From an optimization exercise on the open Yosys and OpenROAD flow, aimed at small area; shortcuts taken in it are not production practice. The RTL was checked by simulation tests, not by an equivalence proof against the original design. The clock port is modelled as an ideal driver; clocking choices that lean on that would not hold on a real chip. Power figures rest on the tool's default switching activity, not on a simulated workload.

// mch_codec
module mch_codec
(
    input   btnl,  
    input   clk,   
    input   btnr,  
    input   btnd,  
    input   [15:0] sw,
    input   rxsd,
    output  reg txsd,
    output  [6:0] seg,
    output  dp,
    output  [3:0] an,
    output  reg [15:0] led
);
==> flow/config.mk <==
export PLATFORM = sky130hd
export DESIGN_NAME = mch_codec
export DESIGN_NICKNAME = mch_codec
export VERILOG_FILES = /design/flow/design.v
export SDC_FILE = /design/flow/constraint.sdc
export NUM_CORES = 4
export LEC_CHECK = 0
export CAP_MARGIN = 20
export CORE_MARGIN = 2
export CORE_UTILIZATION = 45
export SLEW_MARGIN = 20
==> flow/constraint.sdc <==
create_clock -name core_clock -period 10.0 [get_ports {clk}]
set_input_delay 2.0000 -clock core_clock [delete_from_list [all_inputs] [get_ports {clk}]]
set_output_delay 2.0000 -clock core_clock [all_outputs]
set_load 0.01 [all_outputs]
standard.sh (not shown) runs the stock make flow with config.mk's settings and CLKGATE_MAP_FILE= SYNTH_SCRIPT=/design/flow/synth_recipe.tcl, a recipe that flattens the netlist after the stock synthesis.
==> flow/flow/run.sh <==
#!/bin/bash
# Layout = the standard ORFS flow (standard.sh), with these changes:
#  - synthesis maps logic with an area-oriented ABC script (flow/area.abc,
#    a 60 s &deepsyn AIG optimization, then area-oriented &nf mapping);
#    the synthesis script is otherwise the standard flow's own (synth_recipe.tcl);
#  - ports are buffered with the smallest buffer (buf_1);
#  - CTS inserts no dummy loads, uses clkbuf_4 under a clkbuf_16 root;
#  - tie cells are not split per load;
#  - after CTS, fix_clk.tcl sizes each clock buffer to the smallest clkbuf
#    that keeps the slew at its loads under CLK_SLEW_TARGET.
# Each tool's output goes to its own log file in this folder.
set -euo pipefail
W=$PWD
{ head -n 1 synth_recipe.tcl; cat flow/abc_area.tcl; tail -n +2 synth_recipe.tcl; } > area_synth.tcl
sed "s#SYNTH_SCRIPT=[^ ]*#SYNTH_SCRIPT=$W/area_synth.tcl#" standard.sh > area_standard.sh
grep -q "SYNTH_SCRIPT=$W/area_synth.tcl" area_standard.sh
export AREA_ABC_SCRIPT=$W/flow/area.abc
export BUFFER_PORTS_ARGS="-buffer_cell sky130_fd_sc_hd__buf_1"
export CTS_ARGS="-sink_clustering_enable -repair_clock_nets -root_buf sky130_fd_sc_hd__clkbuf_16 -buf_list sky130_fd_sc_hd__clkbuf_4 -dont_use_dummy_load"
export SKIP_REPAIR_TIE_FANOUT=1
bash area_standard.sh cts > flow_to_cts.log 2>&1
RES_DIR=orfs/results/sky130hd/mch_codec/base CLK_SLEW_TARGET=0.1 \
  openroad -no_init -exit flow/fix_clk.tcl > fix_clk.log 2>&1
bash area_standard.sh > flow_finish.log 2>&1
==> flow/flow/area.abc <==
&get -n
&st
&deepsyn -T 60
&dch
&nf -R 1000 -p
&put
Other scripts of this flow, unchanged in this note and not shown: flow/flow/abc_area.tcl, flow/flow/fix_clk.tcl
Next try:
--- a/flow/flow/run.sh
+++ b/flow/flow/run.sh
@@ -3,2 +3 @@
-#  - synthesis maps logic with an area-oriented ABC script (flow/area.abc,
-#    a 60 s &deepsyn AIG optimization, then area-oriented &nf mapping);
+#  - synthesis maps logic with an area-oriented ABC script (flow/area.abc);
==> flow/flow/area.abc (replaced) <==
&get -n
&st
&dch
&nf -R 1000 -p
&put
CORE_UTILIZATION = 50   (was 45)
Outcome:
- total power came out higher by 7.1%
- die area went down by 8.0%
- core utilization rose by 4.6 points
Next try:
--- a/flow/flow/run.sh
+++ b/flow/flow/run.sh
@@ -3 +3,2 @@
-#  - synthesis maps logic with an area-oriented ABC script (flow/area.abc);
+#  - synthesis maps logic with an area-oriented ABC script (flow/area.abc,
+#    a 60 s &deepsyn AIG optimization, then area-oriented &nf mapping);
==> flow/flow/area.abc (replaced) <==
&get -n
&st
&deepsyn -T 60
&dch
&nf -R 1000 -p
&put
Result: The changed run went through all stages and came out clean. Area after synthesis falls slightly. Global-route usage falls by 0.76 points. Clock skew falls by 13 ps. Critical path depth rises by 1.

Setup of exp/tundra:
The RTL this note starts from:
==> flow/design.v <==
module debounce(
    input  btnl,
    input  clk,
    input  stb,      
    input  ph2,      
    input  btn,
    output fire
    );
reg       btn0, btn1, key, rose;
reg [4:0] btn_cnt;
localparam [4:0] C29 = 5'd24, C30 = 5'd16;
assign fire = rose & ph2;
always @(posedge clk or posedge btnl)
begin
    if (btnl)
        begin
            btn0 <= 0;  btn1 <= 0;  btn_cnt <= 0;  key <= 0;
        end
    else if (stb)
        begin
            btn0 <= btn;  btn1 <= btn0;
            if (btn0 ^ btn1)
                btn_cnt <= 0;
            else if (btn_cnt != C30)
                btn_cnt <= {btn_cnt[3:0], ~(btn_cnt[4] ^ btn_cnt[2])};
            if (btn_cnt == C29)
                key <= btn1;
        end
end
always @(posedge clk)
    if (stb)
        rose <= (btn_cnt == C29) & btn1 & ~key;
endmodule
module mch_codec
(
    input   btnl,  
    input   clk,   
    input   btnr,  
    input   btnd,  
    input   [15:0] sw,
    input   rxsd,
    output  reg txsd,
    output  [6:0] seg,
    output  dp,
    output  [3:0] an,
    output  reg [15:0] led
);
assign seg = 7'b1111111;
assign dp  = 1'b0;
reg [4:0] q25p;
reg [1:0] q4p;
localparam [4:0] L0 = 5'd0, L1 = 5'd1, L21 = 5'd22, L22 = 5'd13, L23 = 5'd26, L24 = 5'd20;
wire p99 = (q4p == 2'd3) & (q25p == L24);
wire stb = (q4p == 2'd3) & (q25p == L22);
always @(posedge clk or posedge btnl)
    if (btnl)
        begin q25p <= L21;  q4p <= 2'd3; end
    else if (q25p == L24)
        begin q25p <= L0;  q4p <= q4p + 2'd1; end
    else
        q25p <= {q25p[3:0], ~(q25p[4] ^ q25p[2])};
wire start, lsel_tg;
debounce u_debounce0 (.btnl(btnl), .clk(clk), .stb(stb), .ph2(p99), .btn(btnr), .fire(start));
debounce u_debounce1 (.btnl(btnl), .clk(clk), .stb(stb), .ph2(p99), .btn(btnd), .fire(lsel_tg));
reg lsel;
assign an = {lsel, ~lsel, ~lsel, lsel};
always @(posedge clk or posedge btnl)
    if (btnl)
        lsel <= 1'b0;
    else if (lsel_tg)
        lsel <= ~lsel;
reg [6:0] u;
always @(posedge clk or posedge btnl)
    if (btnl)
        u <= 127;
    else if (start)
        u <= 4;
    else if (p99)
        u <= (u < 83) ? u + 1'b1 : 7'd127;
reg [3:0] nib;
reg       sbit;
wire      lt   = (nib < 10);
wire [3:0] low = lt ? nib : nib + 4'd7;
wire      cap  = (q4p == 3) & (q25p == L23) & (u[2:0] == 3'd6) &
                 (u[6:3] >= 4'd3) & (u[6:3] <= 4'd7);
always @(posedge clk)
    if (cap)
        begin
            sbit <= low[0];
            case (u[5:3])
            3'd3: nib <= sw[15:12];
            3'd4: nib <= sw[11:8];
            3'd5: nib <= sw[7:4];
            3'd6: nib <= sw[3:0];
            default: ;
            endcase
        end
wire [2:0] j = u[2:0];
reg        cbit;
always @*
    case (j)
    3'd0: cbit = 1'b0;
    3'd1: cbit = ~lt;
    3'd2: cbit = lt;
    3'd3: cbit = lt;
    3'd4: cbit = low[3];
    3'd5: cbit = low[2];
    3'd6: cbit = low[1];
    default: cbit = sbit;
    endcase
reg bbit;
always @*
    if (u < 24)         bbit = ~u[1];             
    else if (u < 32)    bbit = (j == 3'd5);       
    else if (u < 64)    bbit = cbit;              
    else                bbit = ~u[1];             
wire sdo = bbit ^ ~q4p[1];
always @(posedge clk or posedge btnl)
    if (btnl)
        txsd <= 1;
    else if ((q25p == L1) & q4p[0])
        begin
            if (u < 16)         txsd <= u[1];
            else if (u < 72)    txsd <= sdo;
            else if (u < 84)    txsd <= ~u[1];
            else                txsd <= 1'b1;
        end
reg       rd0, rd1, rxing;
reg       chi;
reg [4:0] clo;
reg       pl0, pl1;
reg [7:0] acnt;
reg       bad;         
reg  [6:0] tpd;                  
wire [7:0] rbyte = {tpd, ~rd0};   
wire rR = pl0 & ~pl1;
wire rF = pl1 & ~pl0;
always @(posedge clk or posedge btnl)
    if (btnl)
        begin rd0 <= 1;  rd1 <= 1; end
    else
        begin rd0 <= rxsd;  rd1 <= rd0; end
always @(posedge clk or posedge btnl)
    if (btnl)
        begin rxing <= 0;  chi <= 1; end
    else if (~rxing & rd1 & ~rd0)
        begin rxing <= 1;  chi <= 0; end
    else if (rxing)
        begin
            if (rd0 ^ rd1)
                chi <= 0;
            else if (clo == L24)
                chi <= ~chi;
            if (acnt == 170)    rxing <= 0;
        end
    else
        chi <= 1;
always @(posedge clk)
    if (~rxing | (rd0 ^ rd1) | (clo == L24))
        clo <= L0;
    else
        clo <= {clo[3:0], ~(clo[4] ^ clo[2])};
always @(posedge clk)
    begin pl0 <= chi;  pl1 <= pl0; end
always @(posedge clk)
    if (~rxing)
        acnt <= 0;
    else if (rR)                 
        acnt <= acnt + 1'b1;
always @(posedge clk)
    if (~rxing)
        bad <= 0;
    else if (rR & (((acnt < 24) & (rd0 != acnt[2])) | ((acnt == 8'd38) & (rbyte != 8'hcc))))
        bad <= 1;
reg [3:0] d0, d1, d2, d3;
reg [3:0] v;
reg       x0, x1, cm;
reg [3:0] nb0, nb1, nb2, nb3;
wire       dig   = (rbyte[7:4] == 4'h3) & (rbyte[3:0] < 10);
wire       alp   = (rbyte[7:4] == 4'h4) & (rbyte[3:0] > 0) & (rbyte[3:0] < 7);
wire       rvld  = dig | alp;
wire [3:0] rdec  = dig ? rbyte[3:0] : rbyte[3:0] + 4'd9;
always @(posedge clk)
    if (rR)
        begin
            if (~acnt[0])
                tpd <= rbyte[6:0];
            if (acnt == 8'd70)  begin d0 <= rdec;  v[0] <= rvld; end
            if (acnt == 8'd86)  begin d1 <= rdec;  v[1] <= rvld; end
            if (acnt == 8'd102) begin d2 <= rdec;  v[2] <= rvld; end
            if (acnt == 8'd118) begin d3 <= rdec;  v[3] <= rvld; end
        end
always @(posedge clk or posedge btnl)
    if (btnl)
        begin x0 <= 1;  x1 <= 1;  cm <= 0; end
    else
        begin
            x0 <= pl1;  x1 <= x0;
            cm <= x1 & ~x0 & (acnt == 8'd142) & ~bad;
        end
always @(posedge clk or posedge btnl)
    if (btnl)
        begin nb0 <= 0;  nb1 <= 0;  nb2 <= 0;  nb3 <= 0; end
    else if (cm)
        begin
            if (v[0]) nb0 <= d0;
            if (v[1]) nb1 <= d1;
            if (v[2]) nb2 <= d2;
            if (v[3]) nb3 <= d3;
        end
always @(posedge clk or posedge btnl)
    if (btnl)
        led <= 0;
    else if (lsel == 0)
        led <= sw;
    else
        led <= {nb0, nb1, nb2, nb3};
endmodule
==> flow/config.mk <==
export PLATFORM = sky130hd
export DESIGN_NAME = mch_codec
export DESIGN_NICKNAME = mch_codec
export VERILOG_FILES = /design/flow/design.v
export SDC_FILE = /design/flow/constraint.sdc
export NUM_CORES = 4
export LEC_CHECK = 0
export CAP_MARGIN = 20
export CORE_MARGIN = 2
export CORE_UTILIZATION = 50
export SLEW_MARGIN = 20
==> flow/constraint.sdc <==
create_clock -name core_clock -period 10.0 [get_ports {clk}]
set_input_delay 2.0000 -clock core_clock [delete_from_list [all_inputs] [get_ports {clk}]]
set_output_delay 2.0000 -clock core_clock [all_outputs]
set_load 0.01 [all_outputs]
==> flow/flow/run.sh <==
#!/bin/bash
# Layout = the standard ORFS flow (standard.sh), with these changes:
#  - synthesis maps logic with an area-oriented ABC script (flow/area.abc,
#    a 60 s &deepsyn AIG optimization, then area-oriented amap mapping);
#    the synthesis script is otherwise the standard flow's own (synth_recipe.tcl);
#  - ports are buffered with the smallest buffer (buf_1);
#  - CTS inserts no dummy loads, uses clkbuf_4 under a clkbuf_16 root;
#  - tie cells are not split per load;
#  - after CTS, fix_clk.tcl sizes each clock buffer to the smallest clkbuf
#    that keeps the slew at its loads under CLK_SLEW_TARGET.
# Each tool's output goes to its own log file in this folder.
set -euo pipefail
W=$PWD
{ head -n 1 synth_recipe.tcl; cat flow/abc_area.tcl; tail -n +2 synth_recipe.tcl; } > area_synth.tcl
sed "s#SYNTH_SCRIPT=[^ ]*#SYNTH_SCRIPT=$W/area_synth.tcl#" standard.sh > area_standard.sh
grep -q "SYNTH_SCRIPT=$W/area_synth.tcl" area_standard.sh
export AREA_ABC_SCRIPT=$W/flow/area.abc
export BUFFER_PORTS_ARGS="-buffer_cell sky130_fd_sc_hd__buf_1"
export CTS_ARGS="-sink_clustering_enable -repair_clock_nets -root_buf sky130_fd_sc_hd__clkbuf_16 -buf_list sky130_fd_sc_hd__clkbuf_4 -dont_use_dummy_load"
export SKIP_REPAIR_TIE_FANOUT=1
bash area_standard.sh cts > flow_to_cts.log 2>&1
RES_DIR=orfs/results/sky130hd/mch_codec/base CLK_SLEW_TARGET=0.1 \
  openroad -no_init -exit flow/fix_clk.tcl > fix_clk.log 2>&1
bash area_standard.sh > flow_finish.log 2>&1
==> flow/flow/area.abc <==
&get -n
&st
&deepsyn -T 60
&put
dch
amap
Other scripts of this flow, unchanged in this note and not shown: flow/flow/abc_area.tcl, flow/flow/fix_clk.tcl
Setup changes, exp/tundra to exp/harbor
-- flow/flow/run.sh --
<<< exp/tundra, line 3
#  - synthesis maps logic with an area-oriented ABC script (flow/area.abc,
#    a 60 s &deepsyn AIG optimization, then area-oriented amap mapping);
#    the synthesis script is otherwise the standard flow's own (synth_recipe.tcl);
>>> exp/harbor, line 3
#  - synthesis maps logic with an area-oriented ABC script (flow/area.abc,
#    a 60 s &deepsyn AIG optimization, then area-oriented &nf mapping);
#    the synthesis script is otherwise the standard flow's own (synth_recipe.tcl);
==> flow/flow/area.abc <==
&get -n
&st
&deepsyn -T 60
&dch
&nf -R 1000 -p
&put
--- outcome ---
Status: adder-cell area share of the yosys netlist parity (exp/harbor, exp/tundra). Going from exp/tundra to exp/harbor, the relative slew slack was found to have gone down by 9.9 points. Of exp/harbor and exp/tundra, it is exp/harbor that has the higher multiplexer share of the synthesized area. Between exp/harbor and exp/tundra, the difference in clock insertion delay at the later pin of the skew report is negligible. From exp/tundra to exp/harbor the numbers moved as follows: worst hold slack lower, smallest setup slack after layout went up 0.90 ns, sequential fraction of the synthesis area has decreased.
For exp/onyx, these inputs were changed with respect to exp/harbor:
-- flow/flow/run.sh --
<<< exp/harbor, line 3
#  - synthesis maps logic with an area-oriented ABC script (flow/area.abc,
#    a 60 s &deepsyn AIG optimization, then area-oriented &nf mapping);
#    the synthesis script is otherwise the standard flow's own (synth_recipe.tcl);
>>> exp/onyx, line 3
#  - synthesis maps logic with an area-oriented ABC script (flow/area.abc,
#    a 60 s &deepsyn AIG optimization, then area-oriented amap mapping);
#    the synthesis script is otherwise the standard flow's own (synth_recipe.tcl);
<<< exp/harbor, line 18
export BUFFER_PORTS_ARGS="-buffer_cell sky130_fd_sc_hd__buf_1"
export CTS_ARGS="-sink_clustering_enable -repair_clock_nets -root_buf sky130_fd_sc_hd__clkbuf_16 -buf_list sky130_fd_sc_hd__clkbuf_4 -dont_use_dummy_load"
export SKIP_REPAIR_TIE_FANOUT=1
>>> exp/onyx, line 18
export BUFFER_PORTS_ARGS="-buffer_cell sky130_fd_sc_hd__buf_1"
export CTS_ARGS="-sink_clustering_enable -sink_clustering_size 25 -sink_clustering_max_diameter 80 -sink_clustering_levels 2 -repair_clock_nets -root_buf sky130_fd_sc_hd__clkbuf_16 -buf_list sky130_fd_sc_hd__clkbuf_4 -dont_use_dummy_load"
export SKIP_REPAIR_TIE_FANOUT=1
==> flow/flow/area.abc <==
&get -n
&st
&deepsyn -T 60
&put
dch
amap
[summary]
In the metrics for exp/harbor and exp/onyx, the one carrying the lower part of the power in the clock network is exp/harbor.
Diff exp/harbor -> exp/onyx: final critical-path setup slack decreased 0.90 ns, clock skew now larger, portion of the layout cell area used by non-clock buffers increased 0.16 points.
exp/onyx improves on exp/harbor in area of the core region.
Area of all placed cells without fillers, exp/harbor and exp/onyx: smaller value in exp/onyx
Summary of exp/onyx over exp/harbor: final net count grew by 39, post-detailed-routing wire length up about 2%, wire length of the first global-routing pass increased 83 um, headroom to the max-slew limit moved up.
Against exp/harbor, fmax in exp/onyx fell by more than 10%.
#### Input delta (exp/xenon over exp/onyx)
-- flow/flow/run.sh --
<<< exp/onyx, line 18
export BUFFER_PORTS_ARGS="-buffer_cell sky130_fd_sc_hd__buf_1"
export CTS_ARGS="-sink_clustering_enable -sink_clustering_size 25 -sink_clustering_max_diameter 80 -sink_clustering_levels 2 -repair_clock_nets -root_buf sky130_fd_sc_hd__clkbuf_16 -buf_list sky130_fd_sc_hd__clkbuf_4 -dont_use_dummy_load"
export SKIP_REPAIR_TIE_FANOUT=1
>>> exp/xenon, line 18
export BUFFER_PORTS_ARGS="-buffer_cell sky130_fd_sc_hd__buf_1"
export CTS_ARGS="-repair_clock_nets -root_buf sky130_fd_sc_hd__clkbuf_16 -buf_list sky130_fd_sc_hd__clkbuf_4 -dont_use_dummy_load"
export SKIP_REPAIR_TIE_FANOUT=1
### Flow results
exp/onyx -> exp/xenon: compound-gate portion of the synthesized area delta 0, exact match
exp/xenon did not stop at any stage, and its layout met the timing, DRC and antenna checks.
Maximum clock frequency came out exactly the same in exp/onyx and exp/xenon.
Post-CTS clock slew at the launch and capture registers of the worst setup and hold paths of exp/xenon is on par with exp/onyx.
Fraction of final layout cells sized beyond drive strength 1: exp/onyx vs exp/xenon identical

[static timing again, ports no longer ideal]
The flow's constraints put no driver on any port. The routed layouts listed below were extracted and timed again, unchanged, in two steps.
Step 1 assumes that a clkbuf_16 drives the clock port and a buf_2 every other input.
Step 2 adds t to the input delays and takes it off the output delays; t is the mean of the earliest and latest rising clock arrival at the registers after step 1. Input paths then give back, and output paths get back, about the clock's delay inside the block.
a / b / c = ideal / step 1 / step 2; a / b = the first two.
| run | t (ns) | slack for setup (ns) | worst setup path at the end |
|---|---|---|---|
| the first run of note 1 | 0.367 | 7.008 / 6.972 / 7.136 | input, reset recovery |
| the second run of note 1 | 0.367 | 6.422 / 6.384 / 6.751 | register to output |
| the third run of note 1 | 0.363 | 6.800 / 6.765 / 7.128 | register to output |
| exp/tundra | 0.360 | 6.065 / 6.029 / 6.388 | register to output |
| exp/harbor | 0.361 | 6.969 / 6.932 / 7.148 | input, reset recovery |
| exp/onyx | 0.360 | 6.065 / 6.029 / 6.388 | register to output |
| exp/xenon | 0.360 | 6.065 / 6.029 / 6.388 | register to output |
After both steps every run listed still meets setup and hold. The worst setup slack also covers recovery checks on asynchronous resets.
